What follows belongs to an exercise in optimizing a design on an open flow for small area and a short achievable clock period; a production flow would make more cautious choices. At most, simulation tests tie the RTL to the original design; equivalence was not proved.

// MINGA_TOP
module MINGA_TOP(
	input 			sys_clk		,
	input 			rst_n 		,
	input [31:0] 	e 			,
	input 			e_valid		,
	input 			e_query		,
	output reg 		out_valid	,
	output reg[31:0]out_id 		,
	output reg[15:0]out_count
    );
	localparam LENGTH = 32 ;
	reg [15:0] counter_array [0:LENGTH-1] ;
	reg [31:0] ID_array [0:LENGTH-1] ;
	reg [LENGTH-1:0] cnt_valid ;
	integer j ;
	wire [4:0] hash5 = {
			^(e & 32'h5170e371) ^ 1'b0,
			^(e & 32'hc73899ba) ^ 1'b0,
			^(e & 32'h8c1c24df) ^ 1'b1,
			^(e & 32'h460e926f) ^ 1'b0,
			^(e & 32'hcc87a1b5) ^ 1'b1
		};
	reg        v0, ins0, byp1 ;
	reg [4:0]  idx0 ;
	reg [31:0] e0 ;
	reg [LENGTH-1:0] oh0 ;	 
	wire [4:0] idx_in = e_query ? e[4:0] : hash5 ;
	always @(posedge sys_clk or negedge rst_n)
		if (~rst_n) v0 <= 1'b0;
		else        v0 <= e_valid;
	always @(posedge sys_clk) begin
		ins0 <= ~e_query;
		idx0 <= idx_in;
		byp1 <= v0 & (idx0 == idx_in);	 
		oh0  <= 32'd1 << idx_in;
		e0   <= e;
	end
	reg [15:0] tc ;
	always @(posedge sys_clk or negedge rst_n)
		if (~rst_n) tc <= 16'h0000;
		else        tc <= tc + 16'd1;
	reg [31:0] r0 ;	 
	always @(posedge sys_clk)
		r0 <= {
			^(tc & 16'h2261) ^ 1'b0,
			^(tc & 16'h9130) ^ 1'b1,
			^(tc & 16'h209a) ^ 1'b1,
			^(tc & 16'h104d) ^ 1'b0,
			^(tc & 16'h8826) ^ 1'b1,
			^(tc & 16'h4413) ^ 1'b0,
			^(tc & 16'ha209) ^ 1'b0,
			^(tc & 16'hd104) ^ 1'b1,
			^(tc & 16'h8c8c) ^ 1'b1,
			^(tc & 16'h4646) ^ 1'b1,
			^(tc & 16'h2323) ^ 1'b0,
			^(tc & 16'h9111) ^ 1'b1,
			^(tc & 16'hc808) ^ 1'b1,
			^(tc & 16'h6404) ^ 1'b1,
			^(tc & 16'h5a80) ^ 1'b1,
			^(tc & 16'h45c2) ^ 1'b1,
			^(tc & 16'hb8d8) ^ 1'b0,
			^(tc & 16'h5c6c) ^ 1'b0,
			^(tc & 16'h46b4) ^ 1'b1,
			^(tc & 16'h4bd8) ^ 1'b0,
			^(tc & 16'h4dee) ^ 1'b0,
			^(tc & 16'h2677) ^ 1'b0,
			^(tc & 16'h933b) ^ 1'b1,
			^(tc & 16'hc91d) ^ 1'b0,
			^(tc & 16'h6882) ^ 1'b0,
			^(tc & 16'h5cc3) ^ 1'b1,
			^(tc & 16'hc6e3) ^ 1'b1,
			^(tc & 16'he371) ^ 1'b0,
			^(tc & 16'h99ba) ^ 1'b0,
			^(tc & 16'h24df) ^ 1'b1,
			^(tc & 16'h926f) ^ 1'b0,
			^(tc & 16'ha1b5) ^ 1'b1
		};
  ...
Size in the first run: about 5200 cells after synthesis, about 2100 flip-flops, roughly 85 I/O pins.
Settings: LEC_CHECK=0, ABC_CLOCK_PERIOD_IN_PS=2800, CAP_MARGIN=20, CORE_MARGIN=2, CORE_UTILIZATION=60, CTS_CLUSTER_DIAMETER=70, CTS_CLUSTER_SIZE=28, PLACE_DENSITY=0.72, SETUP_SLACK_MARGIN=2.7, SLEW_MARGIN=20, TNS_END_PERCENT=100; clock period 5.5 ns.
run.sh (not shown) runs the stock make flow with config.mk's settings and CLKGATE_MAP_FILE= SYNTH_SCRIPT=/design/flow/synth_recipe.tcl, a recipe that flattens the netlist after the stock synthesis.
Change:
--- a/flow/design.v
+++ b/flow/design.v
@@ -12,34 +12,33 @@
 	reg [15:0] counter_array [0:LENGTH-1] ;
 	reg [31:0] ID_array [0:LENGTH-1] ;
 	reg [LENGTH-1:0] cnt_valid ;
 	integer j ;
 	wire [4:0] hash5 = {
 			^(e & 32'h5170e371) ^ 1'b0,
 			^(e & 32'hc73899ba) ^ 1'b0,
 			^(e & 32'h8c1c24df) ^ 1'b1,
 			^(e & 32'h460e926f) ^ 1'b0,
 			^(e & 32'hcc87a1b5) ^ 1'b1
 		};
-	reg        v0, ins0, byp1 ;
+	reg        v0, ins0 ;
 	reg [4:0]  idx0 ;
 	reg [31:0] e0 ;
 	reg [LENGTH-1:0] oh0 ;	 
 	wire [4:0] idx_in = e_query ? e[4:0] : hash5 ;
 	always @(posedge sys_clk or negedge rst_n)
 		if (~rst_n) v0 <= 1'b0;
 		else        v0 <= e_valid;
 	always @(posedge sys_clk) begin
 		ins0 <= ~e_query;
 		idx0 <= idx_in;
-		byp1 <= v0 & (idx0 == idx_in);	 
 		oh0  <= 32'd1 << idx_in;
 		e0   <= e;
 	end
 	reg [15:0] tc ;
 	always @(posedge sys_clk or negedge rst_n)
 		if (~rst_n) tc <= 16'h0000;
 		else        tc <= tc + 16'd1;
 	reg [31:0] r0 ;	 
 	always @(posedge sys_clk)
 		r0 <= {
 			^(tc & 16'h2261) ^ 1'b0,
@@ -73,63 +72,63 @@
 			^(tc & 16'h99ba) ^ 1'b0,
 			^(tc & 16'h24df) ^ 1'b1,
 			^(tc & 16'h926f) ^ 1'b0,
 			^(tc & 16'ha1b5) ^ 1'b1
 		};
 	wire [33:0] rnd3 = {2'b00, r0} + {1'b0, r0, 1'b0} ;
 	reg        v1, ins1, tch1 ;
 	reg [4:0]  idx1 ;
 	reg [31:0] e1, r1 ;
 	reg [33:0] r3 ;
 	reg [15:0] cnt_x ;
-	reg [7:0]  d1, d2, d3 ;	 
 	reg  [15:0] rd_cnt ;
 	reg         rd_tch ;
 	always @(*) begin
 		rd_cnt = 16'd0;
 		rd_tch = 1'b0;
 		for (j = 0; j < LENGTH; j = j + 1) begin
 			rd_cnt = rd_cnt | (counter_array[j] & {16{oh0[j] & cnt_valid[j]}});
 			rd_tch = rd_tch | (oh0[j] & cnt_valid[j]);
 		end
 	end
+	wire        byp1 = v1 & (idx1 == idx0) ;
 	wire [15:0] inc_rd = rd_cnt + {15'd0, ins0} ;
 	wire [15:0] inc_x  = cnt_x  + {15'd0, ins0} ;
-	wire [15:0] cnt_n  = byp1 ? inc_x : inc_rd ;
 	always @(posedge sys_clk or negedge rst_n)
 		if (~rst_n) v1 <= 1'b0;
 		else        v1 <= v0;
 	always @(posedge sys_clk) begin
 		ins1  <= v0 & ins0;
 		idx1  <= idx0;
 		e1    <= e0;
 		r1    <= r0;
 		r3    <= rnd3;
-		cnt_x <= cnt_n;
-		for (j = 0; j < 8; j = j + 1) begin
-			d1[j] <= ~cnt_n[2*j+1] &  cnt_n[2*j];
-			d2[j] <=  cnt_n[2*j+1] & ~cnt_n[2*j];
-			d3[j] <=  cnt_n[2*j+1] &  cnt_n[2*j];
-		end
+		cnt_x <= byp1 ? inc_x : inc_rd;
 		tch1  <= (byp1 ? tch1 : rd_tch) | ins0;
 	end
 	always @(posedge sys_clk)
 		for (j = 0; j < LENGTH; j = j + 1)
 			if (ins1 && idx1 == j) counter_array[j] <= cnt_x;
 	always @(posedge sys_clk or negedge rst_n)
 		if (~rst_n) cnt_valid <= {LENGTH{1'b0}};
 		else for (j = 0; j < LENGTH; j = j + 1)
 			if (ins1 && idx1 == j) cnt_valid[j] <= 1'b1;
 	wire [15:0] c = cnt_x ;
 	wire        c16 = (cnt_x == 16'd0) ;
+	wire [7:0] d1, d2, d3 ;
 	genvar g ;
+	generate for (g = 0; g < 8; g = g + 1) begin : dig
+		assign d1[g] = ~c[2*g+1] &  c[2*g];
+		assign d2[g] =  c[2*g+1] & ~c[2*g];
+		assign d3[g] =  c[2*g+1] &  c[2*g];
+	end endgenerate
 	wire d0_1 = d1[0], d0_2 = d2[0], d0_3 = d3[0];
 	wire d1_1 = d1[1], d1_2 = d2[1], d1_3 = d3[1];
 	wire d2_1 = d1[2], d2_2 = d2[2], d2_3 = d3[2];
 	wire d3_1 = d1[3], d3_2 = d2[3], d3_3 = d3[3];
 	wire d4_1 = d1[4], d4_2 = d2[4], d4_3 = d3[4];
 	wire d5_1 = d1[5], d5_2 = d2[5], d5_3 = d3[5];
 	wire d6_1 = d1[6], d6_2 = d2[6], d6_3 = d3[6];
 	wire d7_1 = d1[7], d7_2 = d2[7], d7_3 = d3[7];
 	wire [31:0] rsuf ;	 
 	generate for (g = 0; g < 32; g = g + 1) begin : suf
 		assign rsuf[g] = |r1[31:g];
After rerunning: The changed run produced a clean layout; clock-buffer cell count grows by 1; via count drops slightly; final area is about the same; non-clock buffer count fell by 35; final cell count went down slightly; global-route usage went down by 0.68 points.
No functional check of the RTL was part of the first run of this note.

==> afterwards: timing with drivers on the ports <==
The flow's constraints put no driver on any port. The routed layouts listed below were extracted and timed again, unchanged, in two steps.
Step 1: set_driving_cell puts a clkbuf_16 on sys_clk and a buf_2 on each other input, an assumption about the parent block.
Step 2 times the ports against the registers' clock, not the clock port: input delays grow and output delays shrink by t, the midpoint of the rising clock arrivals with the driver on.
a / b / c = ideal ports / drivers / drivers and shift; a / b = the first two.
| run | t, ns | setup slack, ns | worst hold slack (ns) |
|---|---|---|---|
| the first run | 0.845 | 2.570 / 2.570 / 2.007 | 0.147 / 0.096 / 0.319 |
| the second run | 0.855 | 2.599 / 2.599 / 1.946 | 0.288 / 0.288 / 0.288 |
After both steps setup and hold are still met in every run listed. The setup slack of the second run, which loses most, moves by 0.000 ns with the drivers and by -0.653 ns with both steps.
